From an optimization exercise on the open Yosys and OpenROAD flow, aimed at small area, a short achievable clock period and few clock cycles; shortcuts taken in it are not production practice. Only simulation tests tie the RTL to the original design; equivalence was not proved. Power is estimated from default activity; no workload was simulated.

**design/flow/design.v**
```verilog
module Two_D_Conv_with_S_and_P #(parameter Width = 16 )(
  input  [Width-1:0] A_in,
  input  [Width-1:0] B_in,
  input  RST, CLK,
  input  [5:0] N1, M1, S1, P1, O1,
  output reg [Width-1:0] FINAL_OUT,
  output reg Done
);
  localparam L = 5;
  function [2:0] add7;
    input [2:0] a, b;
    reg [3:0] s;
    begin
      s = a + b;
      add7 = (s >= 4'd7) ? s - 4'd7 : s[2:0];
    end
  endfunction
  function [2:0] sub7;
    input [2:0] a, b;
    begin
      sub7 = (a >= b) ? a - b : a + 3'd7 - b;
    end
  endfunction
  function [2:0] mul7;
    input [2:0] a, b;
    begin
      case ({a, b})
        6'd0: mul7 = 3'd0;
        6'd1: mul7 = 3'd0;
        6'd2: mul7 = 3'd0;
        6'd3: mul7 = 3'd0;
        6'd4: mul7 = 3'd0;
        6'd5: mul7 = 3'd0;
        6'd6: mul7 = 3'd0;
        6'd7: mul7 = 3'd0;
        6'd8: mul7 = 3'd0;
        6'd9: mul7 = 3'd1;
        6'd10: mul7 = 3'd2;
        6'd11: mul7 = 3'd3;
        6'd12: mul7 = 3'd4;
        6'd13: mul7 = 3'd5;
        6'd14: mul7 = 3'd6;
        6'd15: mul7 = 3'd0;
        6'd16: mul7 = 3'd0;
        6'd17: mul7 = 3'd2;
        6'd18: mul7 = 3'd4;
        6'd19: mul7 = 3'd6;
        6'd20: mul7 = 3'd1;
        6'd21: mul7 = 3'd3;
        6'd22: mul7 = 3'd5;
        6'd23: mul7 = 3'd0;
        6'd24: mul7 = 3'd0;
        6'd25: mul7 = 3'd3;
        6'd26: mul7 = 3'd6;
        6'd27: mul7 = 3'd2;
        6'd28: mul7 = 3'd5;
        6'd29: mul7 = 3'd1;
        6'd30: mul7 = 3'd4;
        6'd31: mul7 = 3'd0;
        6'd32: mul7 = 3'd0;
        6'd33: mul7 = 3'd4;
        6'd34: mul7 = 3'd1;
        6'd35: mul7 = 3'd5;
        6'd36: mul7 = 3'd2;
        6'd37: mul7 = 3'd6;
        6'd38: mul7 = 3'd3;
        6'd39: mul7 = 3'd0;
        6'd40: mul7 = 3'd0;
        6'd41: mul7 = 3'd5;
        6'd42: mul7 = 3'd3;
        6'd43: mul7 = 3'd1;
        6'd44: mul7 = 3'd6;
        6'd45: mul7 = 3'd4;
        6'd46: mul7 = 3'd2;
        6'd47: mul7 = 3'd0;
        6'd48: mul7 = 3'd0;
        6'd49: mul7 = 3'd6;
        6'd50: mul7 = 3'd5;
        6'd51: mul7 = 3'd4;
        6'd52: mul7 = 3'd3;
        6'd53: mul7 = 3'd2;
        6'd54: mul7 = 3'd1;
        6'd55: mul7 = 3'd0;
        6'd56: mul7 = 3'd0;
        6'd57: mul7 = 3'd0;
        6'd58: mul7 = 3'd0;
        6'd59: mul7 = 3'd0;
        6'd60: mul7 = 3'd0;
        6'd61: mul7 = 3'd0;
        6'd62: mul7 = 3'd0;
        6'd63: mul7 = 3'd0;
      endcase
    end
  endfunction
  function [6:0] onehot7;
    input [2:0] a;
    begin
      onehot7 = 7'd1 << a;
    end
  endfunction
  reg [2:0] cN, cM, cS, cO;
  reg [1:0] cP;
  always @(posedge CLK) begin
    cN <= N1[2:0];
    cM <= M1[2:0];
    cS <= S1[2:0];
    cP <= P1[1:0];
    cO <= O1[2:0];
  end
  wire m6 = (cM == 3'd6);
  wire m7 = (cM == 3'd7);
  wire [2:0] N7 = (cN == 3'd7) ? 3'd0 : cN;    
  wire [2:0] S7 = (cS == 3'd7) ? 3'd0 : cS;    
  wire [2:0] M7 = m7 ? 3'd0 : cM;              
  reg [2:0] tm7;
  wire [2:0] tm7_n = (tm7 == 3'd6) ? 3'd0 : tm7 + 3'd1;
  always @(posedge CLK or posedge RST)
    if (RST) tm7 <= 3'd6; else tm7 <= tm7_n;
  reg        go;                
  reg [2:0]  ar, ac;            
  reg        adone;             
  reg [2:0]  kr, kc;            
  reg        kdone;
  wire       awr = go & ~adone;
  wire       kwr = go & ~kdone;
  always @(posedge CLK or posedge RST) begin
    if (RST) begin
      go <= 1'b0;
      ar <= 3'd0; ac <= 3'd0; adone <= 1'b0;
      kr <= 3'd0; kc <= 3'd0; kdone <= 1'b0;
    end else begin
      go <= 1'b1;
      if (awr) begin
        if (ac == cN - 3'd1) begin
          ac <= 3'd0;
          ar <= ar + 3'd1;
          if (ar == cN - 3'd1) adone <= 1'b1;
        end else
          ac <= ac + 3'd1;
      end
      if (kwr) begin
        if (kc == cM - 3'd1) begin
          kc <= 3'd0;
          kr <= kr + 3'd1;
          if (kr == cM - 3'd1) kdone <= 1'b1;
        end else
          kc <= kc + 3'd1;
      end
    end
  end
  reg [Width-1:0] aring [0:6][0:6];
  reg [Width-1:0] kring [0:4][0:6];
  integer ri, si;
  always @(posedge CLK) begin
    for (ri = 0; ri < 7; ri = ri + 1) begin
      for (si = 1; si < 7; si = si + 1)
        aring[ri][si] <= aring[ri][si-1];
      aring[ri][0] <= (awr && ar == ri) ? A_in : aring[ri][6];
    end
    for (ri = 0; ri < 5; ri = ri + 1) begin
      for (si = 1; si < 7; si = si + 1)
        kring[ri][si] <= kring[ri][si-1];
      kring[ri][0] <= (kwr && (kc == ri || (kc == 3'd5 && kr == 4 - ri))) ? B_in : kring[ri][6];
    end
  end
  wire signed [4:0] sN = {2'b00, cN};
  wire signed [4:0] sM = {2'b00, cM};
  wire signed [4:0] sS = {2'b00, cS};
  wire signed [4:0] sP = {3'b000, cP};
  function [4:0] lanemask;
    input signed [4:0] x;
    input [2:0] m, n;
    integer q;
    reg signed [5:0] c, nn;
    begin
      nn = {3'b000, n};
      for (q = 0; q < 5; q = q + 1) begin
        c = x + q;
        lanemask[q] = (q < m) && (c >= 0) && (c < nn);
      end
    end
  endfunction
  reg [2:0] kN7, kS7, kM7, kP7, kP1;
  reg signed [4:0] k_top0;        
  reg [2:0] kOm1, kNm1;           
  reg k_m6, k_m7;
  reg signed [4:0] k_bot0;        
  reg signed [4:0] k_n5;          
  always @(posedge CLK) begin
    k_bot0 <= sM - 5'sd1 - sP;
    k_n5  <= sN - 5'sd5;
    kN7   <= (cN == 3'd7) ? 3'd0 : cN;
    kS7   <= (cS == 3'd7) ? 3'd0 : cS;
    kM7   <= (cM == 3'd7) ? 3'd0 : cM;
    kP7   <= {1'b0, cP};
    kP1   <= (cP == 2'd0) ? 3'd6 : {1'b0, cP} - 3'd1;
    k_top0 <= -sP;
    kOm1  <= cO - 3'd1;
    kNm1  <= cN - 3'd1;
    k_m6  <= (cM == 3'd6);
    k_m7  <= (cM == 3'd7);
  end
  reg [2:0] kSN7, kSM7;
  reg [2:0] k_bN0, k_kM0;         
  reg [2:0] k_last0;              
  reg [4:0] k_lm0;                
  reg       k_lms0;               
  always @(posedge CLK) begin
    kSN7  <= mul7(kS7, kN7);
    kSM7  <= mul7(kS7, kM7);
    k_bN0 <= add7(kP1, mul7(kP7, kN7));
    k_kM0 <= sub7(3'd6, mul7(kP7, kM7));
    k_last0 <= clipcol(k_bot0, cN);
    k_lm0 <= lanemask(k_top0, cM, cN);
    k_lms0 <= (k_top0 + 5'sd5 < sN);
  end
  function [2:0] clipcol;
    input signed [4:0] xl;
    input [2:0] n;
    reg signed [4:0] nn;
    begin
      nn = {2'b00, n};
      if (xl >= nn) clipcol = n - 3'd1;
      else if (xl < 0) clipcol = 3'd0;
      else clipcol = xl[2:0];
    end
  endfunction
  function [31:0] rowdesc;
    input signed [4:0] t, b;
    input [2:0] bN, kM;
    input [2:0] n, p1;
    reg [2:0] ra_, rb_, ua_, ba_, ka_;
    reg e;
    reg signed [4:0] nn;
    begin
      nn = {2'b00, n};
      ra_ = t[4] ? 3'd0 : t[2:0];
      ua_ = t[4] ? -t[2:0] : 3'd0;
      rb_ = (b >= nn) ? n - 3'd1 : b[2:0];
      e   = (t >= nn) || b[4];
      ba_ = t[4] ? p1 : bN;                     
      ka_ = t[4] ? kM : 3'd6;                   
      rowdesc = {e, ka_, ba_, ua_, rb_, ra_, kM, bN, b, t};
    end
  endfunction
  reg        go0, go1;          
  reg        run;               
  reg [2:0]  oi, oj;            
  reg [2:0]  ra, rb, ua;        
  reg        empty;             
  reg [15:0] nrow;              
  reg [2:0]  n_ra, n_rb, n_ua;
  reg        n_empty;
  reg signed [4:0] c0;          
  reg [2:0]  cend;              
  reg [4:0]  lmo;               
  reg signed [4:0] cl;          
  reg [2:0]  r, u;              
  reg        sub;               
  reg [6:0]  rsel;              
  reg [6:0]  bsel, ksel;        
  reg [4:0]  lmask;             
  wire a_now = adone || (r < ar) || (r == ar && cend < ac);
  wire a_byp = awr && (r == ar) && (cend == ac) && !k_m6;
  wire a_ok  = a_now || a_byp;
  wire k_ok  = kdone || (u < kr);
  wire avail = empty || (a_ok && k_ok);
  wire last_row  = empty || (r == rb);
  wire more_sub  = k_m6 && !sub && !empty;
  wire step_last = last_row && !more_sub;
  wire issue     = run && !k_m7 && avail;
  wire col_adv   = issue && !more_sub && last_row && (oj != kOm1);
  wire row_adv   = issue && !more_sub && last_row && (oj == kOm1) && (oi != kOm1);
  wire [15:0] rbase = go1 ? nrow : {k_kM0, k_bN0, k_bot0, k_top0};
  reg  [31:0] rd_0;             
  always @(posedge CLK) rd_0 <= rowdesc(k_top0, k_bot0, kP1, sub7(3'd6, mul7(kP7, kM7)), cN, kP1);
  wire signed [4:0] rbase_t = rbase[4:0];
  wire signed [4:0] rbase_b = rbase[9:5];
  wire [31:0] rd_2  = rowdesc(rbase_t + sS, rbase_b + sS,
                              sub7(rbase[12:10], kSN7), add7(rbase[15:13], kSM7), cN, kP1);
  wire signed [4:0] c0_n = c0 + sS;
  wire signed [4:0] cl_n = cl + sS;
  wire [4:0] lm_n = lanemask(c0_n, cM, cN);
  reg         lm_sub;                                      
  wire c_init = !go1;
  wire c_sub  = go1 && issue && more_sub;
  wire c_radv = go1 && issue && !more_sub && !last_row;
  wire c_cadv = go1 && col_adv;
  wire c_oadv = go1 && row_adv;
  wire c_stay = !(c_init || c_sub || c_radv || c_cadv || c_oadv);
  function [6:0] rotl;              
    input [6:0] x;
    input integer a;
    integer i;
    begin
      for (i = 0; i < 7; i = i + 1) rotl[i] = x[(i + 7 - a) % 7];
    end
  endfunction
  function [6:0] rotk;              
    input [6:0] x, c;
    integer i, k;
    begin
      for (i = 0; i < 7; i = i + 1) begin
        rotk[i] = 1'b0;
        for (k = 0; k < 7; k = k + 1)
          rotk[i] = rotk[i] | (c[k] & x[(i + 7 - k) % 7]);
      end
    end
  endfunction
  reg [6:0] rN1, rM1, rS1;          
  always @(posedge CLK) begin
    rN1 <= onehot7(sub7(3'd1, kN7));
    rM1 <= onehot7(sub7(3'd1, kM7));
    rS1 <= onehot7(sub7(3'd1, kS7));
  end
  reg [6:0] Bh, Ah, NAh, Kh, KAh, NKAh;
  wire [2:0] tn = tm7_n;
  wire [6:0] b_init  = onehot7(add7(tn, rd_0[27:25]));
  wire [6:0] k_init  = onehot7(add7(tn, rd_0[30:28]));
  reg [2:0] n_ba, n_ka;
  reg       n_ld;
  wire [6:0] nb_new  = onehot7(add7(tn, n_ba));
  wire [6:0] nk_new  = onehot7(add7(tn, n_ka));
  wire [6:0] b_radv  = rotk(Bh, rN1);
  wire [6:0] k_radv  = rotk(Kh, rM1);
  wire [6:0] a_cadv  = rotk(Ah, rS1);
  wire [6:0] sub_bsel = rotk(Bh, (u == 3'd5) ? 7'b0001000 : onehot7(sub7(3'd0, u)));
  wire [6:0] sub_ksel = onehot7(add7(tn, 3'd5));
  wire [4:0] sub_lane = (u == 3'd5) ? 5'b00001 : (5'b10000 >> u);
  reg        kbin;                  
  reg        first_pend;            
  wire [6:0] Bh_x = ({7{c_init}} & b_init) | ({7{c_radv}} & b_radv) | ({7{c_cadv}} & a_cadv)
                  | ({7{c_oadv}} & rotl(NAh, 1)) | ({7{c_stay | c_sub}} & rotl(Bh, 1));
  wire [6:0] Kh_x = ({7{c_init}} & k_init) | ({7{c_radv}} & k_radv) | ({7{c_cadv}} & rotl(KAh, 1))
                  | ({7{c_oadv}} & rotl(NKAh, 1)) | ({7{c_stay | c_sub}} & rotl(Kh, 1));
  always @(posedge CLK or posedge RST) begin
    if (RST) begin
      go0 <= 1'b0; go1 <= 1'b0;
      run <= 1'b0;
    end else begin
      go0 <= go; go1 <= go0;
      if (c_init) run <= go0;
      if (go1 && issue && !more_sub && last_row && oj == kOm1 && oi == kOm1)
        run <= 1'b0;
    end
  end
  always @(posedge CLK) begin
    begin
      Bh <= Bh_x; Kh <= Kh_x;
      Ah <= c_init ? b_init : c_cadv ? a_cadv : c_oadv ? rotl(NAh, 1) : rotl(Ah, 1);
      KAh <= c_init ? k_init : c_oadv ? rotl(NKAh, 1) : rotl(KAh, 1);
      n_ld <= c_init || c_oadv;
      if (c_init || c_oadv) begin
        n_ba <= rd_2[27:25];
        n_ka <= rd_2[30:28];
      end
      NAh <= n_ld ? nb_new : rotl(NAh, 1);
      NKAh <= n_ld ? nk_new : rotl(NKAh, 1);
      bsel <= c_sub ? sub_bsel : (c_stay ? rotl(bsel, 1) : Bh_x);
      ksel <= c_sub ? sub_ksel : (c_stay ? rotl(ksel, 1) : Kh_x);
      kbin <= k_m7 || (c_sub && u == 3'd5) || (c_stay && kbin);
      if (c_init) begin
        sub <= 1'b0; first_pend <= 1'b1;
        empty <= rd_0[31];
        r <= rd_0[18:16]; u <= rd_0[24:22]; rsel <= onehot7(rd_0[18:16]);
        lmask <= rd_0[31] ? 5'd0 : k_lm0;
        oi <= 3'd0; oj <= 3'd0;
        {ua, rb, ra} <= rd_0[24:16];
        c0 <= k_top0; cl <= k_bot0; cend <= k_last0; lmo <= k_lm0;
        lm_sub <= k_lms0;
        {n_empty, n_ua, n_rb, n_ra, nrow} <= {rd_2[31], rd_2[24:0]};
      end
      if (c_sub) begin
        sub <= 1'b1;
        lmask <= lm_sub ? sub_lane : 5'd0;
      end
      if (c_radv) begin
        sub <= 1'b0;
        r <= r + 3'd1; u <= u + 3'd1; rsel <= {rsel[5:0], rsel[6]};
        lmask <= lmo;
      end
      if (c_cadv) begin
        sub <= 1'b0;
        r <= ra; u <= ua; rsel <= onehot7(ra);
        lmask <= empty ? 5'd0 : lm_n;
        oj <= oj + 3'd1;
        c0 <= c0_n; cl <= cl_n; cend <= clipcol(cl_n, cN); lmo <= lm_n;
        lm_sub <= (c0_n < k_n5);
      end
      if (c_oadv) begin
        sub <= 1'b0;
        empty <= n_empty;
        r <= n_ra; u <= n_ua; rsel <= onehot7(n_ra);
        lmask <= n_empty ? 5'd0 : k_lm0;
        oi <= oi + 3'd1; oj <= 3'd0;
        {ua, rb, ra} <= {n_ua, n_rb, n_ra};
        c0 <= k_top0; cl <= k_bot0; cend <= k_last0; lmo <= k_lm0;
        lm_sub <= k_lms0;
        {n_empty, n_ua, n_rb, n_ra, nrow} <= {rd_2[31], rd_2[24:0]};
      end
      if (issue) first_pend <= step_last;
      if (k_m7) begin
        rsel <= onehot7(ar);
        bsel <= 7'd1;
        lmask <= 5'd1;
      end
    end
  end
  reg [Width-1:0] rowv [0:6];
  integer rs, rr;
  always @(*) begin
    for (rs = 0; rs < 7; rs = rs + 1) begin
      rowv[rs] = {Width{1'b0}};
      for (rr = 0; rr < 7; rr = rr + 1)
        rowv[rs] = rowv[rs] | ({Width{rsel[rr]}} & aring[rr][rs]);
    end
  end
  function [23:0] booth_enc;
    input [Width-1:0] y;
    integer k;
    reg ym1;
    begin
      for (k = 0; k < 8; k = k + 1) begin
        ym1 = (k == 0) ? 1'b0 : y[2*k-1];
        booth_enc[3*k]   = y[2*k+1];
        booth_enc[3*k+1] = y[2*k] ^ ym1;
        booth_enc[3*k+2] = (y[2*k+1] & ~y[2*k] & ~ym1) | (~y[2*k+1] & y[2*k] & ym1);
      end
    end
  endfunction
  reg [Width-1:0] bin_r;        
  always @(posedge CLK)
    if (!k_m6 || (kwr && kr == 3'd5 && kc == 3'd5)) bin_r <= B_in;
  reg m7v, m7f, m7l;            
  reg [Width-1:0] la [0:L-1];
  reg [23:0]      lk [0:L-1];
  reg v_valid, v_first, v_last;
  wire [4:0] ltop = lmask & ~{1'b0, lmask[4:1]};    
  integer l, ss;
  reg [Width-1:0] av, kv;
  always @(posedge CLK) begin
    for (l = 0; l < L; l = l + 1) begin
      av = {Width{1'b0}};
      kv = {Width{1'b0}};
      for (ss = 0; ss < 7; ss = ss + 1) begin
        av = av | ({Width{bsel[(ss + l) % 7]}} & rowv[ss]);
        kv = kv | ({Width{ksel[(ss + l) % 7] & lmask[l]}} & kring[l][ss]);
      end
      la[l] <= (!a_now && !k_m7 && ltop[l]) ? A_in : lmask[l] ? av : {Width{1'b0}};
      lk[l] <= booth_enc((l == 0 && kbin) ? bin_r : kv);
    end
  end
  always @(posedge CLK) begin
    m7v <= k_m7 && awr;
    m7f <= ar == 3'd0 && ac == 3'd0;
    m7l <= ar == 3'd6 && ac == 3'd6;
    v_first <= (issue && first_pend) || (m7v && m7f);
  end
  always @(posedge CLK or posedge RST) begin
    if (RST) begin
      v_valid <= 1'b0; v_last <= 1'b0;
    end else begin
      v_valid <= issue || m7v;
      v_last  <= (issue && step_last) || (m7v && m7l);
    end
  end
  function [2*Width-1:0] csa;         
    input [Width-1:0] a, b, c;
    reg [Width-1:0] cy;
    begin
      cy = (a & b) | (a & c) | (b & c);
      csa = {cy[Width-2:0], 1'b0, a ^ b ^ c};
    end
  endfunction
  function [2*Width-1:0] lane_mul;
    input [Width-1:0] x;
    input [23:0] yd;
    reg [Width-1:0] pp [0:8];
    reg [Width-1:0] mag, x2;
    reg neg, one, two;
    reg [2*Width-1:0] t1, t2, t3, t4, t5, t6, t7;
    integer k;
    begin
      x2 = {x[Width-2:0], 1'b0};
      pp[8] = {Width{1'b0}};
      for (k = 0; k < 8; k = k + 1) begin
        neg = yd[3*k];
        one = yd[3*k+1];
        two = yd[3*k+2];
        mag = ({Width{one}} & x) | ({Width{two}} & x2);
        pp[k] = ({Width{neg}} ^ mag) << (2*k);
        pp[8][2*k] = neg;
      end
      t1 = csa(pp[0], pp[1], pp[2]);
      t2 = csa(pp[3], pp[4], pp[5]);
      t3 = csa(pp[6], pp[7], pp[8]);
      t4 = csa(t1[Width-1:0], t1[2*Width-1:Width], t2[Width-1:0]);
      t5 = csa(t2[2*Width-1:Width], t3[Width-1:0], t3[2*Width-1:Width]);
      t6 = csa(t4[Width-1:0], t4[2*Width-1:Width], t5[Width-1:0]);
      t7 = csa(t6[Width-1:0], t6[2*Width-1:Width], t5[2*Width-1:Width]);
      lane_mul = t7;
    end
  endfunction
  reg [2*Width-1:0] pm [0:L-1];
  reg p_valid, p_first, p_last;
  integer lp;
  always @(posedge CLK) begin
    for (lp = 0; lp < L; lp = lp + 1)
      pm[lp] <= lane_mul(la[lp], lk[lp]);
  end
  reg [Width-1:0] acs, acc_c;
  wire [Width-1:0] qs = p_first ? {Width{1'b0}} : acs;
  wire [Width-1:0] qc = p_first ? {Width{1'b0}} : acc_c;
  wire [2*Width-1:0] q1 = csa(pm[0][Width-1:0], pm[0][2*Width-1:Width], pm[1][Width-1:0]);
  wire [2*Width-1:0] q2 = csa(pm[1][2*Width-1:Width], pm[2][Width-1:0], pm[2][2*Width-1:Width]);
  wire [2*Width-1:0] q3 = csa(pm[3][Width-1:0], pm[3][2*Width-1:Width], pm[4][Width-1:0]);
  wire [2*Width-1:0] q4 = csa(pm[4][2*Width-1:Width], qs, qc);
  wire [2*Width-1:0] q5 = csa(q1[Width-1:0], q1[2*Width-1:Width], q2[Width-1:0]);
  wire [2*Width-1:0] q6 = csa(q2[2*Width-1:Width], q3[Width-1:0], q3[2*Width-1:Width]);
  wire [2*Width-1:0] q7 = csa(q4[Width-1:0], q4[2*Width-1:Width], q5[Width-1:0]);
  wire [2*Width-1:0] q8 = csa(q5[2*Width-1:Width], q6[Width-1:0], q6[2*Width-1:Width]);
  wire [2*Width-1:0] q9 = csa(q7[Width-1:0], q7[2*Width-1:Width], q8[Width-1:0]);
  wire [2*Width-1:0] q10 = csa(q9[Width-1:0], q9[2*Width-1:Width], q8[2*Width-1:Width]);
  reg q_last;
  always @(posedge CLK) begin
    if (p_valid) begin
      acs   <= q10[Width-1:0];
      acc_c <= q10[2*Width-1:Width];
    end
  end
  always @(posedge CLK) begin
    FINAL_OUT <= acs + acc_c;
    Done <= q_last;
  end
  always @(posedge CLK) p_first <= v_first;
  always @(posedge CLK or posedge RST) begin
    if (RST) begin
      p_valid <= 1'b0; p_last <= 1'b0; q_last <= 1'b0;
    end else begin
      p_valid <= v_valid;
      p_last  <= v_valid && v_last;
      q_last  <= p_valid && p_last;
    end
  end
endmodule
```
**design/flow/flow/run.sh**
```bash
#!/bin/bash
# Layout flow: the standard ORFS flow, with timing repair asked to leave
# setup slack beyond what the 15 ns clock needs (the clock, constraints and
# every other step stay as the standard flow has them).
set -euo pipefail
bash standard.sh SETUP_SLACK_MARGIN=11 finish > flow_make.log 2>&1
```
**design/flow/standard.sh**
```bash
#!/bin/bash
# synth_recipe.tcl (not shown) runs the flow's synth.tcl, then flattens the netlist and writes it again
# the make line also repeats each setting of config.mk as NAME=value (left out here)
make -C /OpenROAD-flow-scripts/flow DESIGN_CONFIG=/design/flow/config.mk WORK_HOME=/design/flow/orfs CLKGATE_MAP_FILE= SYNTH_SCRIPT=/design/flow/synth_recipe.tcl "${@:-finish}"
```
**design/flow/config.mk**
```make
export PLATFORM = sky130hd
export DESIGN_NAME = Two_D_Conv_with_S_and_P
export DESIGN_NICKNAME = Two_D_Conv_with_S_and_P
export VERILOG_FILES = /design/flow/design.v
export SDC_FILE = /design/flow/constraint.sdc
export NUM_CORES = 8
export LEC_CHECK = 0
export CAP_MARGIN = 20
export CORE_MARGIN = 2
export CORE_UTILIZATION = 70
export CTS_CLUSTER_DIAMETER = 120
export CTS_CLUSTER_SIZE = 20
export SLEW_MARGIN = 20
```
**design/flow/constraint.sdc**
```tcl
create_clock -name core_clock -period 15.0 [get_ports {CLK}]
set_input_delay 3.0000 -clock core_clock [delete_from_list [all_inputs] [get_ports {CLK}]]
set_output_delay 3.0000 -clock core_clock [all_outputs]
set_load 0.01 [all_outputs]
```
==> key figures, run 1 <==
GRT
  • Vias in the first global route: between 50k and 60k
  • Initial antenna violation count: 1
  • Largest net degree at the start of global routing: 82
  • Global Route Usage Sum: 0.351
  • First-pass GRT wire length: roughly 330 mm
  • Total gr overflow: 0

Detailed routing
  • Post-DR vias/cell: roughly 6.6
  • Initial detailed-routing violation count: 7846
  • Pre-antenna DRT Iters: 11
  • Avg WL per Cell: around 25 um
  • Detailed-route DRC error count: 0
  • DR vias: about 57k
  • ANT nets after route: 0
  • Final wirelength: roughly 210 mm

Placement
  • Dpl cell area: 0.0842 mm2
  • Post-place setup slack: 10.57 ns
  • # port buffers: 64
  • DP HPWL: roughly 150 mm
  • GPL Wtd Cong: 0.950
  • Cells after DPL: 8513

Synthesis
  • Syn nets: ~8k
  • Sequential area share after synthesis: 0.505
  • #FFs+latches synth: slightly above 2k
  • Synth Warn #: 12
  • Synth Cell Area: about 0.083 mm2
  • Area contributors post-synth: dfxtp_1 45%, a22oi_1 8.8%, fa_1 7.8%
  • Top-count cell post-synth: dfxtp_1
  • Yosys top cell area share: 0.452
  • Syn Area/Cell: ~11 um2
  • Primary FF master, synth: dfxtp_1
  • Area leader, netlist: dfxtp_1
  • Count of cell types in the netlist: between 90 and 100
  • EDFF count, synth: 124
  • Mapped Cells: roughly 7.3k
  • Ys async rst share: 0.0128
  • Commonest cells post-synth: 1875 x dfxtp_1, 968 x a22oi_1, 479 x inv_1, 448 x clkbuf_1, 387 x xnor2_1

Die
  • Die area: about 0.12 mm2
  • Core area: around 0.12 mm2
  • Starting Density: 0.704
  • DIE WIDTH: 348 um
  • Die Y-Extent: around 350 um
  • # IOs: 81
  • Num rows: about 130

Setup path
  • Worst Setup End Kind: primary output
  • CP cell instances: buf_2
  • Crit path required time: 12.00 ns
  • Worst path slowest cell: dfxtp_1
  • Worst Path Arrival: approximately 1.2 ns
  • Crit-path max cell delay: 0.32 ns
  • WP buf/inv: 1
  • Crit Path Class: reg -> out
  • Crit start category: flip-flop
  • CP max FO: 1
  • CP delay by family, top: flip-flops

Timing
  • Final Slew Violations: 0
  • Setup ws final: approximately 11 ns
  • Slew margin rel.: 0.161
  • Tightest Pin Transition: 1.24 ns
  • Fin Hold WS: 0.302 ns
  • Final period util: 0.280
  • Hold Fails Final Rpt: 0
  • RSZ-0062 raised after global routing: true
  • Final min period: about 4.2 ns
  • Final setup violation count: 0
  • Clk_skew: 0.0615 ns
  • Max Fclk: about 0.24 GHz
  • Setup TNS: 0 ns

Final layout
  • Fillers: 8197
  • Fin cells: between 8k and 9k
  • Syn-to-layout area delta: 5.19%
  • Final #Nets: slightly below 8k
  • Final core occ: 0.741
  • Layout cells sized above 1: 0.0692
  • Post-route cell area: 0.0873 mm2

Pwr
  • Pwr/cell area: about 270 mW/mm2
  • Total Power: ~24 mW
  • Peak supply drop: between 200 and 250 uV
  • Pleak: between 30 and 40 nW

CTS
  • Max clock buf depth: 3
  • CTS tree: done
  • Clock buffer count from CTS: between 100 and 150
  • Clock Latency Late Sink: 0.75 ns
  • Clock root buffer: clkbuf_16
  • Hold bufs inserted after CTS: 0
  • Clock sinks: between 2k and 2.5k
  • Clock-pin slew on the worst setup and hold paths: around 0.090 ns
  • CTS H-tree depth: 3

Status
  • Status: finished clean

Hold path
  • Min-delay worst type: reg -> reg

Job
  • Max-Cap Viols: 0
-- final timing paths --
| check | from | endpoint | slack, ns | depth (start not counted) |
|---|---|---|---|---|
| max | FINAL_OUT[3] | FINAL_OUT[3] | 10.80 | 1 |
| min | aring[10][11] | aring[11][11] | 0.30 | 0 |
| max reg2reg | la[3][4] | pm[3][15] | 11.07 | 11 |
| min reg2reg | aring[10][11] | aring[11][11] | 0.30 | 0 |
| max in group asynchronous | RST | tm7[1] | 12.04 | 3 |
| min in group asynchronous | RST | go0 | 2.63 | 3 |
-- layout by cell type, fill, tap and decap left out, types with 24 or more instances in the layout --
cell | synthesis | layout
a21o_1 | 38 | 38
a21oi_1 | 79 | 75
a222oi_1 | 225 | 225
a22o_1 | 96 | 96
a22oi_1 | 968 | 968
and2_1 | 50 | 50
and4_1 | 42 | 42
buf_4 | 3 | 79
clkbuf_1 | 448 | 28
clkbuf_16 | 0 | 112
clkdlybuf4s50_1 | 0 | 47
dfrtp_1 | 24 | 24
dfxtp_1 | 1875 | 1863
edfxtp_1 | 124 | 124
fa_1 | 324 | 324
ha_1 | 314 | 314
inv_1 | 479 | 479
mux2_2 | 211 | 211
mux2i_1 | 42 | 41
nand2_1 | 355 | 354
nand2b_1 | 27 | 27
nand3_1 | 273 | 272
nand4_1 | 27 | 27
nor2_1 | 137 | 135
nor2b_1 | 49 | 49
nor3_1 | 38 | 36
o21ai_0 | 111 | 111
o22ai_1 | 27 | 27
xnor2_1 | 387 | 387
xor2_1 | 177 | 177
-- logic make-up (layout without fill, tap and decap cells) --
family	Yosys count	count (layout)	share of synthesized area
other	2	3	0.0000905
xor gates and xnor gates	564	564	0.0595
AOI/OAI and AO/OA	1768	1768	0.164
buffers and inverters	998	781	0.0459
muxes	253	253	0.0337
DFF	2025	2025	0.505
adders and majority gates	638	638	0.126
and+or+nand+nor	1096	1096	0.0657
-- report_power, final --
part / total [mW] / switching [mW] / internal [mW]
combinational: 11.4 / 6.55 / 4.81
sequential: 9.50 / 1.70 / 7.80
clock: 3.08 / 1.72 / 1.37
total: 23.9 / 9.97 / 14.0
-- cell type report --
class	instances	area (um2)	area share
clock inverter	6	135	0.00155
inverter	492	1850	0.0212
tap	1536	1920	0.0220
antenna	1	2.50	0.0000287
multi-input combinational	4321	37300	0.428
sequential	2025	41900	0.480
timing repair buffer	143	1180	0.0135
clock buffer	140	2910	0.0333
-- metal layers --
layer	vias to the layer above	global-route usage	routed length, um
li1	25800	-	-
met1	28000	0.474	87700
met2	2729	0.560	98700
met3	508	0.0447	16700
met4	0	0.172	11800
met5	-	0	0
-- registers in the layout, summed over array words and instances (netlist names), 14 cells and up --
signal / count
FINAL_OUT: 16
acc_c: 14
acs: 16
aring: 784
bin_r: 16
kring: 560
la: 80
lk: 120
nrow: 16
pm: 140
rd_0: 17
-- what timing repair did --
action	4_1_cts	5_1_grt
endpoints found under the setup margin	30	81
gates resized for setup	72	19
setup buffers	0	4
pin swaps	0	1
hold endpoints to repair	0	0
Testbench counts, summed over its fixed seeds: cycles 52,651.
==> inputs of run 2 (changes only) <==
--- a/design/flow/design.v
+++ b/design/flow/design.v
@@ -201,5 +201,4 @@
     k_m7  <= (cM == 3'd7);
   end
-  reg [2:0] kSN7, kSM7;
   reg [2:0] k_bN0, k_kM0;         
   reg [2:0] k_last0;              
@@ -207,11 +206,15 @@
   reg       k_lms0;               
   always @(posedge CLK) begin
+    k_bN0 <= add7((cP == 2'd0) ? 3'd6 : {1'b0, cP} - 3'd1,
+                  mul7({1'b0, cP}, (cN == 3'd7) ? 3'd0 : cN));
+    k_kM0 <= sub7(3'd6, mul7({1'b0, cP}, (cM == 3'd7) ? 3'd0 : cM));
+    k_last0 <= clipcol(sM - 5'sd1 - sP, cN);
+    k_lm0 <= lanemask(-sP, cM, cN);
+    k_lms0 <= (5'sd5 - sP < sN);
+  end
+  reg [2:0] kSN7, kSM7;
+  always @(posedge CLK) begin
     kSN7  <= mul7(kS7, kN7);
     kSM7  <= mul7(kS7, kM7);
-    k_bN0 <= add7(kP1, mul7(kP7, kN7));
-    k_kM0 <= sub7(3'd6, mul7(kP7, kM7));
-    k_last0 <= clipcol(k_bot0, cN);
-    k_lm0 <= lanemask(k_top0, cM, cN);
-    k_lms0 <= (k_top0 + 5'sd5 < sN);
   end
   function [2:0] clipcol;
@@ -244,12 +247,10 @@
     end
   endfunction
-  reg        go0, go1;          
+  reg        go0;               
   reg        run;               
   reg [2:0]  oi, oj;            
   reg [2:0]  ra, rb, ua;        
   reg        empty;             
-  reg [15:0] nrow;              
-  reg [2:0]  n_ra, n_rb, n_ua;
-  reg        n_empty;
+  reg [15:0] crow;              
   reg signed [4:0] c0;          
   reg [2:0]  cend;              
@@ -272,20 +273,17 @@
   wire col_adv   = issue && !more_sub && last_row && (oj != kOm1);
   wire row_adv   = issue && !more_sub && last_row && (oj == kOm1) && (oi != kOm1);
-  wire [15:0] rbase = go1 ? nrow : {k_kM0, k_bN0, k_bot0, k_top0};
-  reg  [31:0] rd_0;             
-  always @(posedge CLK) rd_0 <= rowdesc(k_top0, k_bot0, kP1, sub7(3'd6, mul7(kP7, kM7)), cN, kP1);
-  wire signed [4:0] rbase_t = rbase[4:0];
-  wire signed [4:0] rbase_b = rbase[9:5];
-  wire [31:0] rd_2  = rowdesc(rbase_t + sS, rbase_b + sS,
-                              sub7(rbase[12:10], kSN7), add7(rbase[15:13], kSM7), cN, kP1);
+  wire signed [4:0] crow_t = crow[4:0];
+  wire signed [4:0] crow_b = crow[9:5];
+  wire [31:0] rd_n  = rowdesc(crow_t + sS, crow_b + sS,
+                              sub7(crow[12:10], kSN7), add7(crow[15:13], kSM7), cN, kP1);
   wire signed [4:0] c0_n = c0 + sS;
   wire signed [4:0] cl_n = cl + sS;
   wire [4:0] lm_n = lanemask(c0_n, cM, cN);
   reg         lm_sub;                                      
-  wire c_init = !go1;
-  wire c_sub  = go1 && issue && more_sub;
-  wire c_radv = go1 && issue && !more_sub && !last_row;
-  wire c_cadv = go1 && col_adv;
-  wire c_oadv = go1 && row_adv;
+  wire c_init = !go0;
+  wire c_sub  = go0 && issue && more_sub;
+  wire c_radv = go0 && issue && !more_sub && !last_row;
+  wire c_cadv = go0 && col_adv;
+  wire c_oadv = go0 && row_adv;
   wire c_stay = !(c_init || c_sub || c_radv || c_cadv || c_oadv);
   function [6:0] rotl;              
@@ -316,10 +314,6 @@
   reg [6:0] Bh, Ah, NAh, Kh, KAh, NKAh;
   wire [2:0] tn = tm7_n;
-  wire [6:0] b_init  = onehot7(add7(tn, rd_0[27:25]));
-  wire [6:0] k_init  = onehot7(add7(tn, rd_0[30:28]));
-  reg [2:0] n_ba, n_ka;
-  reg       n_ld;
-  wire [6:0] nb_new  = onehot7(add7(tn, n_ba));
-  wire [6:0] nk_new  = onehot7(add7(tn, n_ka));
+  wire [6:0] b_init  = onehot7(add7(tn, kP1));
+  wire [6:0] k_init  = onehot7(add7(tn, k_kM0));
   wire [6:0] b_radv  = rotk(Bh, rN1);
   wire [6:0] k_radv  = rotk(Kh, rM1);
@@ -336,10 +330,10 @@
   always @(posedge CLK or posedge RST) begin
     if (RST) begin
-      go0 <= 1'b0; go1 <= 1'b0;
+      go0 <= 1'b0;
       run <= 1'b0;
     end else begin
-      go0 <= go; go1 <= go0;
-      if (c_init) run <= go0;
-      if (go1 && issue && !more_sub && last_row && oj == kOm1 && oi == kOm1)
+      go0 <= go;
+      if (c_init) run <= go;
+      if (go0 && issue && !more_sub && last_row && oj == kOm1 && oi == kOm1)
         run <= 1'b0;
     end
@@ -350,11 +344,6 @@
       Ah <= c_init ? b_init : c_cadv ? a_cadv : c_oadv ? rotl(NAh, 1) : rotl(Ah, 1);
       KAh <= c_init ? k_init : c_oadv ? rotl(NKAh, 1) : rotl(KAh, 1);
-      n_ld <= c_init || c_oadv;
-      if (c_init || c_oadv) begin
-        n_ba <= rd_2[27:25];
-        n_ka <= rd_2[30:28];
-      end
-      NAh <= n_ld ? nb_new : rotl(NAh, 1);
-      NKAh <= n_ld ? nk_new : rotl(NKAh, 1);
+      NAh <= onehot7(add7(tn, rd_n[27:25]));
+      NKAh <= onehot7(add7(tn, rd_n[30:28]));
       bsel <= c_sub ? sub_bsel : (c_stay ? rotl(bsel, 1) : Bh_x);
       ksel <= c_sub ? sub_ksel : (c_stay ? rotl(ksel, 1) : Kh_x);
@@ -362,12 +351,12 @@
       if (c_init) begin
         sub <= 1'b0; first_pend <= 1'b1;
-        empty <= rd_0[31];
-        r <= rd_0[18:16]; u <= rd_0[24:22]; rsel <= onehot7(rd_0[18:16]);
-        lmask <= rd_0[31] ? 5'd0 : k_lm0;
+        empty <= k_bot0[4];
+        r <= 3'd0; u <= kP7; rsel <= 7'd1;
+        lmask <= k_bot0[4] ? 5'd0 : k_lm0;
         oi <= 3'd0; oj <= 3'd0;
-        {ua, rb, ra} <= rd_0[24:16];
+        ra <= 3'd0; rb <= k_last0; ua <= kP7;
+        crow <= {k_kM0, k_bN0, k_bot0, k_top0};
         c0 <= k_top0; cl <= k_bot0; cend <= k_last0; lmo <= k_lm0;
         lm_sub <= k_lms0;
-        {n_empty, n_ua, n_rb, n_ra, nrow} <= {rd_2[31], rd_2[24:0]};
       end
       if (c_sub) begin
@@ -390,12 +379,12 @@
       if (c_oadv) begin
         sub <= 1'b0;
-        empty <= n_empty;
-        r <= n_ra; u <= n_ua; rsel <= onehot7(n_ra);
-        lmask <= n_empty ? 5'd0 : k_lm0;
+        empty <= rd_n[31];
+        r <= rd_n[18:16]; u <= rd_n[24:22]; rsel <= onehot7(rd_n[18:16]);
+        lmask <= rd_n[31] ? 5'd0 : k_lm0;
         oi <= oi + 3'd1; oj <= 3'd0;
-        {ua, rb, ra} <= {n_ua, n_rb, n_ra};
+        {ua, rb, ra} <= rd_n[24:16];
+        crow <= rd_n[15:0];
         c0 <= k_top0; cl <= k_bot0; cend <= k_last0; lmo <= k_lm0;
         lm_sub <= k_lms0;
-        {n_empty, n_ua, n_rb, n_ra, nrow} <= {rd_2[31], rd_2[24:0]};
       end
       if (issue) first_pend <= step_last;
==> run 2 against run 1 <==
Effect of this change: clock-buffer cell count decreased by 1; final area shrank 1.8%; global-route usage fell by 0.20 points; critical path depth unchanged; total power is 4.2% lower; synthesized area fell by 1.8%; die area down 1.8%; combinational power fell by 8%; still clean; non-clock buffer count down 11; first-iteration DRC count is 2.8% lower; wire length down 2.4%; worst hold slack got worse by 0.0026 ns.
==> key figures, run 2 <==
Status
  • Status: finished clean (unchanged)

Synthesis
  • #FFs+latches synth: 1991 (was 2025)
  • Primary FF master, synth: dfxtp_1 (unchanged)
  • Synth Cell Area: 0.0815 mm2 (was 0.0830 mm2)
  • Yosys top cell area share: 0.457 (was 0.452)
  • Mapped Cells: 7240 (was 7344)
  • Area contributors post-synth: dfxtp_1 46%, a22oi_1 9.0%, fa_1 8.0% (was dfxtp_1 45%, a22oi_1 8.8%, fa_1 7.8%)
  • Syn nets: 7939 (was 8046)
  • Area leader, netlist: dfxtp_1 (unchanged)
  • Sequential area share after synthesis: 0.504 (was 0.505)
  • Commonest cells post-synth: 1858 x dfxtp_1, 980 x a22oi_1, 455 x inv_1, 452 x clkbuf_1, 379 x xnor2_1 (was 1875 x dfxtp_1, 968 x a22oi_1, 479 x inv_1, 448 x clkbuf_1, 387 x xnor2_1)
  • Ys async rst share: 0.0126 (was 0.0128)
  • Count of cell types in the netlist: 86 (was 95)
  • EDFF count, synth: 108 (was 124)
  • Syn Area/Cell: 11.3 um2 (about the same)
  • Synth Warn #: 12 (unchanged)
  • Top-count cell post-synth: dfxtp_1 (unchanged)

Setup path
  • Worst r2r path cells: 11 (unchanged)
  • CP max FO: 1 (unchanged)
  • Worst path slowest cell: dfxtp_1 (unchanged)
  • Crit-path max cell delay: 0.31 ns (was 0.32 ns)
  • Crit Path Class: reg -> out (unchanged)
  • CP startpoint: Done (was FINAL_OUT[3])
  • WP depth: 1 (unchanged)
  • Critical R2R Capture: pm[4][15] (was pm[3][15])
  • CP endpoint: Done (was FINAL_OUT[3])
  • Worst Setup End Kind: primary output (unchanged)
  • CP cell instances: buf_2 (unchanged)
  • WP buf/inv: 1 (unchanged)
  • Crit path required time: 12.00 ns (about the same)
  • Critical R2R Launch: la[4][4] (was la[3][4])
  • Crit start category: flip-flop (unchanged)
  • Worst Path Arrival: 1.18 ns (was 1.20 ns)
  • CP delay by family, top: flip-flops (unchanged)
  • R2R Setup Slk: 11.12 ns (was 11.07 ns)

Pwr
  • Switching Fraction: 0.410 (was 0.416)
  • Total Power: 22.9 mW (was 23.9 mW)
  • Peak supply drop: 202 uV (was 242 uV)
  • Logic gate share of total power: 0.460 (was 0.474)
  • P_int: 13.5 mW (was 14.0 mW)
  • Switching Power: 9.40 mW (was 9.97 mW)
  • Share of power burned in registers: 0.409 (was 0.397)
  • Clock network power share: 0.132 (was 0.129)
  • Pleak: 34.4 nW (was 35.0 nW)
  • Pwr/cell area: 268 mW/mm2 (was 274 mW/mm2)

GRT
  • Total gr overflow: 0 (unchanged)
  • Global Route Usage Sum: 0.349 (was 0.351)
  • First-pass GRT wire length: 326 mm (was 329 mm)
  • Vias in the first global route: 55.8k (was 56.5k)
  • Initial antenna violation count: 1 (unchanged)
  • Largest net degree at the start of global routing: 82 (unchanged)

Detailed routing
  • DR vias: 56.4k (was 57.1k)
  • Avg WL per Cell: 24.6 um (was 24.8 um)
  • Detailed-route DRC error count: 0 (unchanged)
  • Initial detailed-routing violation count: 7629 (was 7846)
  • ANT nets after route: 0 (unchanged)
  • Post-DR vias/cell: 6.61 (was 6.59)
  • Final wirelength: 210 mm (was 215 mm)
  • Pre-antenna DRT Iters: 15 (was 11)

Timing
  • Final min period: 4.18 ns (was 4.20 ns)
  • Final Slew Violations: 0 (unchanged)
  • Clk_skew: 0.0656 ns (was 0.0615 ns)
  • Slew margin rel.: 0.246 (was 0.161)
  • Final period util: 0.278 (was 0.280)
  • RSZ-0062 raised after global routing: true (unchanged)
  • Setup TNS: 0 ns (unchanged)
  • Max Fclk: 0.239 GHz (was 0.238 GHz)
  • Tightest Pin Transition: 1.13 ns (was 1.24 ns)
  • Hold Fails Final Rpt: 0 (unchanged)
  • Final setup violation count: 0 (unchanged)
  • Fin Hold WS: 0.299 ns (was 0.302 ns)
  • Setup ws final: 10.82 ns (was 10.80 ns)

Die
  • Starting Density: 0.703 (was 0.704)
  • # IOs: 81 (unchanged)
  • DIE WIDTH: 345 um (was 348 um)
  • Core area: 0.116 mm2 (was 0.118 mm2)
  • Die area: 0.119 mm2 (was 0.121 mm2)
  • Num rows: 125 (was 126)
  • Die Y-Extent: 345 um (was 348 um)

CTS
  • Clock root buffer: clkbuf_16 (unchanged)
  • CTS H-tree depth: 3 (unchanged)
  • Clock Latency Late Sink: 0.76 ns (was 0.75 ns)
  • Max clock buf depth: 3 (unchanged)
  • Clock sinks: 1991 (was 2025)
  • CTS tree: done (unchanged)
  • Clock buffer count from CTS: 109 (was 111)
  • Clock-pin slew on the worst setup and hold paths: 0.08 ns (was 0.09 ns)

Final layout
  • Post-route cell area: 0.0857 mm2 (was 0.0873 mm2)
  • Largest regs: aring (784), kring (560), pm (140) (unchanged)
  • Fillers: 8103 (was 8197)
  • Most frequent cells in the layout: 1842 x dfxtp_1, 980 x a22oi_1, 454 x inv_1 (was 1863 x dfxtp_1, 968 x a22oi_1, 479 x inv_1)
  • Final #Nets: 7672 (was 7796)
  • Syn-to-layout area delta: 5.19% (about the same)
  • Max reg flops: 784 (unchanged)
  • Commonest non-fill, non-tap cell in the layout: dfxtp_1 (unchanged)
  • Biggest register: aring (unchanged)
  • Layout cells sized above 1: 0.0672 (was 0.0692)

Placement
  • Dpl cell area: 0.0826 mm2 (was 0.0842 mm2)
  • Post-place setup slack: 10.55 ns (was 10.57 ns)
  • # port buffers: 64 (unchanged)
  • DP HPWL: 147 mm (was 152 mm)
  • GPL Wtd Cong: 0.972 (was 0.950)

Job
  • Max-Cap Viols: 0 (unchanged)

Hold path
  • Min-delay worst type: reg -> reg (unchanged)
run 2: final cells by class:
class                           count  area (um2)  share of cell area
Tap cell                         1524        1910              0.0222
Clock buffer                      139        2860              0.0334
Timing Repair Buffer              132        1120              0.0131
Multi-Input combinational cell   4273       36800               0.430
Sequential cell                  1991       41100               0.479
Inverter                          466        1750              0.0204
Antenna cell                        1        2.50           0.0000292
Clock inverter                      7         140             0.00164
run 2: kinds of logic after synthesis:
group	Yosys count	synth area share
AOI/OAI and AO/OA	1741	0.164
xor gates and xnor gates	557	0.0599
adders and majority gates	635	0.127
buffers and inverters	977	0.0455
DFF	1991	0.504
muxes	240	0.0326
other	1	0.0000460
and+or+nand+nor	1098	0.0665
run 2: routing by layer:
layer / GRT usage / vias to the layer above / share of wire
met2: 0.531 / 2984 / 0.44
met4: 0.165 / 0 / 0.051
met5: 0 / - / 0
li1: - / 25400 / -
met3: 0.0611 / 452 / 0.093
met1: 0.487 / 27600 / 0.41
run 2: what timing repair did:
action	4_1_cts	5_1_grt
hold buffers	0	0
gates resized for setup	74	25
pin swaps	1	2
setup endpoints to repair	48	49
gates cloned	0	1
buffers inserted	2	2
run 2: how the worst min path moves through the flow:
stage                  startpoint       endpoint  cells after the start
floorplan                 v_first        p_first                      0
global placement           q_last           Done                      0
detailed placement         q_last           Done                      0
CTS                 aring[40][15]  aring[41][15]                      0
global route        aring[40][15]  aring[41][15]                      0
finish              aring[40][15]  aring[41][15]                      0
run 2: stage by stage:
step	cells	util
2_1_floorplan	7240	-
3_3_place_gp	8381	0.713
3_5_place_dp	8381	0.713
4_1_cts	8529	0.738
5_1_grt	8533	0.740
6_report	8533	0.740
run 2: power by group through the flow:
stage                     combinational [mW]  sequential [mW]  clock [mW]
after floorplan                         7.99             8.42           0
after global placement                  10.1             9.31           0
after detailed placement                10.5             9.39           0
after CTS                               10.6             9.30        3.06
after global routing                    12.0             9.56        3.25
final                                   10.5             9.37        3.02
Testbench counts of run 2, summed over its fixed seeds: cycles 52,448.
==> inputs of run 3 (changes only) <==
--- a/design/flow/design.v
+++ b/design/flow/design.v
@@ -124,4 +124,29 @@
   wire       awr = go & ~adone;
   wire       kwr = go & ~kdone;
+  reg [2:0]  ar_x, ac_x, kr_x, kc_x;
+  reg        adone_x, kdone_x;
+  always @(*) begin
+    ar_x = ar; ac_x = ac; adone_x = adone;
+    kr_x = kr; kc_x = kc; kdone_x = kdone;
+    if (awr) begin
+      if (ac == cN - 3'd1) begin
+        ac_x = 3'd0;
+        ar_x = ar + 3'd1;
+        if (ar == cN - 3'd1) adone_x = 1'b1;
+      end else
+        ac_x = ac + 3'd1;
+    end
+    if (kwr) begin
+      if (kc == cM - 3'd1) begin
+        kc_x = 3'd0;
+        kr_x = kr + 3'd1;
+        if (kr == cM - 3'd1) kdone_x = 1'b1;
+      end else
+        kc_x = kc + 3'd1;
+    end
+  end
+  reg [6:0]  wea;
+  reg [4:0]  wek;
+  integer wi;
   always @(posedge CLK or posedge RST) begin
     if (RST) begin
@@ -129,22 +154,13 @@
       ar <= 3'd0; ac <= 3'd0; adone <= 1'b0;
       kr <= 3'd0; kc <= 3'd0; kdone <= 1'b0;
+      wea <= 7'd0; wek <= 5'd0;
     end else begin
       go <= 1'b1;
-      if (awr) begin
-        if (ac == cN - 3'd1) begin
-          ac <= 3'd0;
-          ar <= ar + 3'd1;
-          if (ar == cN - 3'd1) adone <= 1'b1;
-        end else
-          ac <= ac + 3'd1;
-      end
-      if (kwr) begin
-        if (kc == cM - 3'd1) begin
-          kc <= 3'd0;
-          kr <= kr + 3'd1;
-          if (kr == cM - 3'd1) kdone <= 1'b1;
-        end else
-          kc <= kc + 3'd1;
-      end
+      ar <= ar_x; ac <= ac_x; adone <= adone_x;
+      kr <= kr_x; kc <= kc_x; kdone <= kdone_x;
+      for (wi = 0; wi < 7; wi = wi + 1)
+        wea[wi] <= !adone_x && ar_x == wi;
+      for (wi = 0; wi < 5; wi = wi + 1)
+        wek[wi] <= !kdone_x && (kc_x == wi || (kc_x == 3'd5 && kr_x == 4 - wi));
     end
   end
@@ -156,10 +172,10 @@
       for (si = 1; si < 7; si = si + 1)
         aring[ri][si] <= aring[ri][si-1];
-      aring[ri][0] <= (awr && ar == ri) ? A_in : aring[ri][6];
+      aring[ri][0] <= (A_in & {Width{wea[ri]}}) | (aring[ri][6] & {Width{~wea[ri]}});
     end
     for (ri = 0; ri < 5; ri = ri + 1) begin
       for (si = 1; si < 7; si = si + 1)
         kring[ri][si] <= kring[ri][si-1];
-      kring[ri][0] <= (kwr && (kc == ri || (kc == 3'd5 && kr == 4 - ri))) ? B_in : kring[ri][6];
+      kring[ri][0] <= (B_in & {Width{wek[ri]}}) | (kring[ri][6] & {Width{~wek[ri]}});
     end
   end
@@ -434,7 +450,8 @@
       for (ss = 0; ss < 7; ss = ss + 1) begin
         av = av | ({Width{bsel[(ss + l) % 7]}} & rowv[ss]);
-        kv = kv | ({Width{ksel[(ss + l) % 7] & lmask[l]}} & kring[l][ss]);
+        kv = kv | ({Width{ksel[(ss + l) % 7] & lmask[l] & (issue | m7v)}} & kring[l][ss]);
       end
-      la[l] <= (!a_now && !k_m7 && ltop[l]) ? A_in : lmask[l] ? av : {Width{1'b0}};
+      la[l] <= (issue && !a_now && ltop[l]) ? A_in
+             : ((issue || m7v) && lmask[l]) ? av : {Width{1'b0}};
       lk[l] <= booth_enc((l == 0 && kbin) ? bin_r : kv);
     end
@@ -491,30 +508,36 @@
     end
   endfunction
-  reg [2*Width-1:0] pm [0:L-1];
+  reg [Width-1:0] pm [0:6];
   reg p_valid, p_first, p_last;
+  reg [2*Width-1:0] lm [0:L-1];
+  reg [2*Width-1:0] m1, m2, m3;
   integer lp;
-  always @(posedge CLK) begin
+  always @(*) begin
     for (lp = 0; lp < L; lp = lp + 1)
-      pm[lp] <= lane_mul(la[lp], lk[lp]);
+      lm[lp] = lane_mul(la[lp], lk[lp]);
+    m1 = csa(lm[0][Width-1:0], lm[0][2*Width-1:Width], lm[1][Width-1:0]);
+    m2 = csa(lm[1][2*Width-1:Width], lm[2][Width-1:0], lm[2][2*Width-1:Width]);
+    m3 = csa(lm[3][Width-1:0], lm[3][2*Width-1:Width], lm[4][Width-1:0]);
+  end
+  always @(posedge CLK) begin
+    pm[0] <= m1[Width-1:0]; pm[1] <= m1[2*Width-1:Width];
+    pm[2] <= m2[Width-1:0]; pm[3] <= m2[2*Width-1:Width];
+    pm[4] <= m3[Width-1:0]; pm[5] <= m3[2*Width-1:Width];
+    pm[6] <= lm[4][2*Width-1:Width];
   end
   reg [Width-1:0] acs, acc_c;
   wire [Width-1:0] qs = p_first ? {Width{1'b0}} : acs;
   wire [Width-1:0] qc = p_first ? {Width{1'b0}} : acc_c;
-  wire [2*Width-1:0] q1 = csa(pm[0][Width-1:0], pm[0][2*Width-1:Width], pm[1][Width-1:0]);
-  wire [2*Width-1:0] q2 = csa(pm[1][2*Width-1:Width], pm[2][Width-1:0], pm[2][2*Width-1:Width]);
-  wire [2*Width-1:0] q3 = csa(pm[3][Width-1:0], pm[3][2*Width-1:Width], pm[4][Width-1:0]);
-  wire [2*Width-1:0] q4 = csa(pm[4][2*Width-1:Width], qs, qc);
-  wire [2*Width-1:0] q5 = csa(q1[Width-1:0], q1[2*Width-1:Width], q2[Width-1:0]);
-  wire [2*Width-1:0] q6 = csa(q2[2*Width-1:Width], q3[Width-1:0], q3[2*Width-1:Width]);
-  wire [2*Width-1:0] q7 = csa(q4[Width-1:0], q4[2*Width-1:Width], q5[Width-1:0]);
-  wire [2*Width-1:0] q8 = csa(q5[2*Width-1:Width], q6[Width-1:0], q6[2*Width-1:Width]);
-  wire [2*Width-1:0] q9 = csa(q7[Width-1:0], q7[2*Width-1:Width], q8[Width-1:0]);
-  wire [2*Width-1:0] q10 = csa(q9[Width-1:0], q9[2*Width-1:Width], q8[2*Width-1:Width]);
+  wire [2*Width-1:0] q1 = csa(pm[0], pm[1], pm[2]);
+  wire [2*Width-1:0] q2 = csa(pm[3], pm[4], pm[5]);
+  wire [2*Width-1:0] q3 = csa(pm[6], qs, qc);
+  wire [2*Width-1:0] q4 = csa(q1[Width-1:0], q1[2*Width-1:Width], q2[Width-1:0]);
+  wire [2*Width-1:0] q5 = csa(q2[2*Width-1:Width], q3[Width-1:0], q3[2*Width-1:Width]);
+  wire [2*Width-1:0] q6 = csa(q4[Width-1:0], q4[2*Width-1:Width], q5[Width-1:0]);
+  wire [2*Width-1:0] q10 = csa(q6[Width-1:0], q6[2*Width-1:Width], q5[2*Width-1:Width]);
   reg q_last;
   always @(posedge CLK) begin
-    if (p_valid) begin
-      acs   <= q10[Width-1:0];
-      acc_c <= q10[2*Width-1:Width];
-    end
+    acs   <= q10[Width-1:0];
+    acc_c <= q10[2*Width-1:Width];
   end
   always @(posedge CLK) begin
==> run 3 against run 2 <==
Effect of this change: critical path depth did not move; register-to-register slack got worse by 0.07 ns; non-clock buffer count rose by 18.
==> key figures, run 3 <==
Pwr
  • Pleak: 33.7 nW (was 34.4 nW)
  • Switching Power: 7.08 mW (was 9.40 mW)
  • Switching Fraction: 0.380 (was 0.410)
  • Logic gate share of total power: 0.351 (was 0.460)
  • P_int: 11.5 mW (was 13.5 mW)
  • Peak supply drop: 169 uV (was 202 uV)
  • Pwr/cell area: 218 mW/mm2 (was 268 mW/mm2)
  • Clock network power share: 0.160 (was 0.132)
  • Share of power burned in registers: 0.489 (was 0.409)

Final layout
  • Final #Nets: 7581 (was 7672)
  • Commonest non-fill, non-tap cell in the layout: dfxtp_1 (unchanged)
  • Biggest register: aring (unchanged)
  • Most frequent cells in the layout: 1728 x dfxtp_1, 885 x a22oi_1, 435 x inv_1 (was 1842 x dfxtp_1, 980 x a22oi_1, 454 x inv_1)
  • Multi-input gate area: 0.0369 mm2 (was 0.0368 mm2)
  • Fillers: 7852 (was 8103)
  • FF/Latch Area: 0.0405 mm2 (was 0.0411 mm2)
  • Layout cells sized above 1: 0.0984 (was 0.0672)
  • Max reg flops: 784 (unchanged)
  • Syn-to-layout area delta: 5.78% (was 5.19%)
  • Fin cells: 8438 (was 8533)
  • Largest regs: aring (784), kring (560), lk (120) (was aring (784), kring (560), pm (140))

Setup path
  • Worst r2r path cells: 14 (was 11)
  • CP delay by family, top: flip-flops (unchanged)
  • Worst Setup End Kind: primary output (unchanged)
  • WP buf/inv: 1 (unchanged)
  • Crit path required time: 12.00 ns (about the same)
  • CP max FO: 1 (unchanged)
  • Critical R2R Launch: lk[0][7] (was la[4][4])
  • Crit-path max cell delay: 0.34 ns (was 0.31 ns)
  • Worst path slowest cell: dfxtp_2 (was dfxtp_1)
  • CP cell instances: buf_6 (was buf_2)
  • Crit Path Class: reg -> out (unchanged)
  • Worst Path Arrival: 1.20 ns (was 1.18 ns)
  • Crit start category: flip-flop (unchanged)
  • R2R Setup Slk: 11.05 ns (was 11.12 ns)
  • Critical R2R Capture: pm[0][15] (was pm[4][15])

Die
  • Die area: 0.118 mm2 (was 0.119 mm2)
  • # IOs: 81 (unchanged)
  • Die Y-Extent: 343 um (was 345 um)
  • Num rows: 124 (was 125)
  • DIE WIDTH: 343 um (was 345 um)
  • Core area: 0.114 mm2 (was 0.116 mm2)
  • Starting Density: 0.706 (was 0.703)

Detailed routing
  • Pre-antenna DRT Iters: 14 (was 15)
  • Post-DR vias/cell: 6.62 (was 6.61)
  • Initial detailed-routing violation count: 8628 (was 7629)
  • Avg WL per Cell: 24.7 um (was 24.6 um)
  • ANT nets after route: 0 (unchanged)
  • DR vias: 55.9k (was 56.4k)
  • Detailed-route DRC error count: 0 (unchanged)
  • Final wirelength: 208 mm (was 210 mm)

Timing
  • Final min period: 4.20 ns (was 4.18 ns)
  • Setup TNS: 0 ns (unchanged)
  • Tightest Pin Transition: 1.23 ns (was 1.13 ns)
  • Slew margin rel.: 0.182 (was 0.246)
  • Max Fclk: 0.238 GHz (was 0.239 GHz)
  • Clk_skew: 0.0492 ns (was 0.0656 ns)
  • Final setup violation count: 0 (unchanged)
  • Final Slew Violations: 0 (unchanged)
  • Hold Fails Final Rpt: 0 (unchanged)
  • RSZ-0062 raised after global routing: true (unchanged)
  • Final period util: 0.280 (was 0.278)

Synthesis
  • Sequential area share after synthesis: 0.500 (was 0.504)
  • Synth Area in XOR/XNOR: 0.0612 (was 0.0599)
  • #FFs+latches synth: 1964 (was 1991)
  • Count of cell types in the netlist: 89 (was 86)
  • Multiplexer share of the synthesized area: 0.0324 (was 0.0326)
  • Commonest cells post-synth: 1849 x dfxtp_1, 901 x a22oi_1, 437 x inv_1, 430 x clkbuf_1, 398 x xnor2_1 (was 1858 x dfxtp_1, 980 x a22oi_1, 455 x inv_1, 452 x clkbuf_1, 379 x xnor2_1)
  • Simple-gate portion of the synthesized area: 0.0536 (was 0.0665)
  • Top-count cell post-synth: dfxtp_1 (unchanged)
  • Mapped Cells: 7144 (was 7240)
  • Synth Warn #: 13 (was 12)
  • Yosys top cell area share: 0.459 (was 0.457)
  • Synth Cell Area: 0.0806 mm2 (was 0.0815 mm2)
  • EDFF count, synth: 78 (was 108)
  • Area leader, netlist: dfxtp_1 (unchanged)
  • Ys async rst share: 0.0188 (was 0.0126)
  • Area contributors post-synth: dfxtp_1 46%, a22oi_1 8.4%, fa_1 8.0% (was dfxtp_1 46%, a22oi_1 9.0%, fa_1 8.0%)
  • Syn Area/Cell: 11.3 um2 (about the same)
  • Adder-Cell Fraction of Synth Area: 0.128 (was 0.127)
  • Compound-cell area share of the yosys netlist: 0.180 (was 0.164)
  • Syn nets: 7835 (was 7939)
  • Largest family of logic cells by synthesized area: compound AO/OA/AOI/OAI gates (unchanged)
  • Primary FF master, synth: dfxtp_1 (unchanged)

Hold path
  • Hold_sp: aring[9][15] (was aring[40][15])
  • Min-delay worst type: reg -> reg (unchanged)
  • Hold EP: aring[10][15] (was aring[41][15])
  • WHS Path Cells: 0 (unchanged)

GRT
  • Initial antenna violation count: 4 (was 1)
  • Vias in the first global route: 54.8k (was 55.8k)
  • Largest net degree at the start of global routing: 78 (was 82)
  • First-pass GRT wire length: 322 mm (was 326 mm)
  • Total gr overflow: 0 (unchanged)
  • Global Route Usage Sum: 0.352 (was 0.349)

CTS
  • Clock-pin slew on the worst setup and hold paths: 0.09 ns (was 0.08 ns)
  • Clock root buffer: clkbuf_16 (unchanged)
  • Clock buffer count from CTS: 108 (was 109)
  • CTS tree: done (unchanged)
  • CTS H-tree depth: 3 (unchanged)
  • Clock sinks: 1964 (was 1991)
  • Max clock buf depth: 3 (unchanged)
  • Clock Latency Late Sink: 0.75 ns (was 0.76 ns)

Status
  • Status: finished clean (unchanged)

Placement
  • Cells after DPL: 8272 (was 8381)
  • GPL Wtd Cong: 0.945 (was 0.972)
  • DP HPWL: 143 mm (was 147 mm)
  • # port buffers: 64 (unchanged)

Job
  • Max-Cap Viols: 0 (unchanged)
## run 3: worst max-delay path by stage
stage	cells after the start	start	endpoint	slack (ns)
after detailed placement	3	A_in[4]	la[3][4]	10.50
after floorplan	15	lk[0][3]	pm[0][15]	10.87
after global routing	1	FINAL_OUT[15]	FINAL_OUT[15]	10.76
after global placement	3	A_in[4]	la[3][4]	10.53
after CTS	1	FINAL_OUT[2]	FINAL_OUT[2]	10.76
final	1	FINAL_OUT[15]	FINAL_OUT[15]	10.80
## run 3: cell type report
type                       count  share of cell area
clock inverter                 9             0.00183
tap                         1512              0.0222
antenna                        5            0.000147
multi-input combinational   4216               0.433
clock buffer                 132              0.0328
sequential                  1964               0.476
inverter                     450              0.0199
timing repair buffer         150              0.0147
## run 3: cell families after synthesis
| logic type | count (synthesis) |
|---|---|
| DFF | 1964 |
| AOI/OAI and AO/OA | 1881 |
| buffers and inverters | 964 |
| and+or+nand+nor | 908 |
| adders and majority gates | 627 |
| xor gates and xnor gates | 563 |
| muxes | 236 |
| other | 1 |
## run 3: power groups by stage
| stage | clock [mW] | sequential [mW] | combinational [mW] |
|---|---|---|---|
| 6_report | 2.99 | 9.10 | 6.53 |
| 4_1_cts | 3.02 | 9.04 | 6.44 |
| 2_1_floorplan | 0 | 8.17 | 5.13 |
| 5_1_grt | 3.20 | 9.30 | 7.33 |
| 3_5_place_dp | 0 | 9.10 | 6.36 |
| 3_3_place_gp | 0 | 9.01 | 6.20 |
## run 3: what timing repair did
action,CTS,global route
resized for setup,210,72
setup buffers,9,10
endpoints found under the setup margin,79,82
pin swaps,17,17
hold buffers,0,0
## run 3: through the flow
stage                     worst slack, ns  hold slack [ns]  area, um2   util  power, mW
after detailed placement            10.50            0.329      81700  0.715       15.5
final                               10.80            0.318      85200  0.746       18.6
after global placement              10.53            0.329      81700  0.715       15.2
after CTS                           10.76            0.307      84900  0.744       18.5
after floorplan                     10.87            0.310      80600      -       13.3
after global routing                10.76            0.316      85200  0.746       19.8
## run 3: layer usage
metal	share of wire	up-vias	track usage
li1	-	25200	-
met1	0.41	27200	0.495
met2	0.44	2995	0.538
met3	0.090	445	0.0517
met4	0.054	0	0.166
met5	0	-	0
Testbench counts of run 3, summed over its fixed seeds: cycles 52,448.

afterwards: timing with drivers on the ports:
In the flow no input, the clock included, has a driving cell. The finished layouts below were timed again as built, in two steps. Step 1 (the two cells are an assumption about what drives the block):
set clk [get_ports {CLK}]
set_driving_cell -lib_cell sky130_fd_sc_hd__clkbuf_16 $clk
set_driving_cell -lib_cell sky130_fd_sc_hd__buf_2 [delete_from_list [all_inputs] $clk]
Step 2 adds t to the input delays and takes it off the output delays; t is the mean of the earliest and latest rising clock arrival at the registers after step 1. Input paths then give back, and output paths get back, about the clock's delay inside the block. a / b / c = ideal ports / drivers / drivers and shift; a / b = the first two.
run | shift t [ns] | setup slack, ns | latest minus earliest clock arrival (ns)
run 1 | 0.792 | 10.804 / 10.732 / 10.577 | 0.064 / 0.064
run 2 | 0.793 | 10.823 / 10.751 / 10.549 | 0.068 / 0.069
run 3 | 0.799 | 10.803 / 10.730 / 10.526 | 0.052 / 0.052
After both steps setup and hold are still met in every run listed. The setup slack of run 3, which loses most, moves by -0.073 ns with the drivers and by -0.277 ns with both steps.
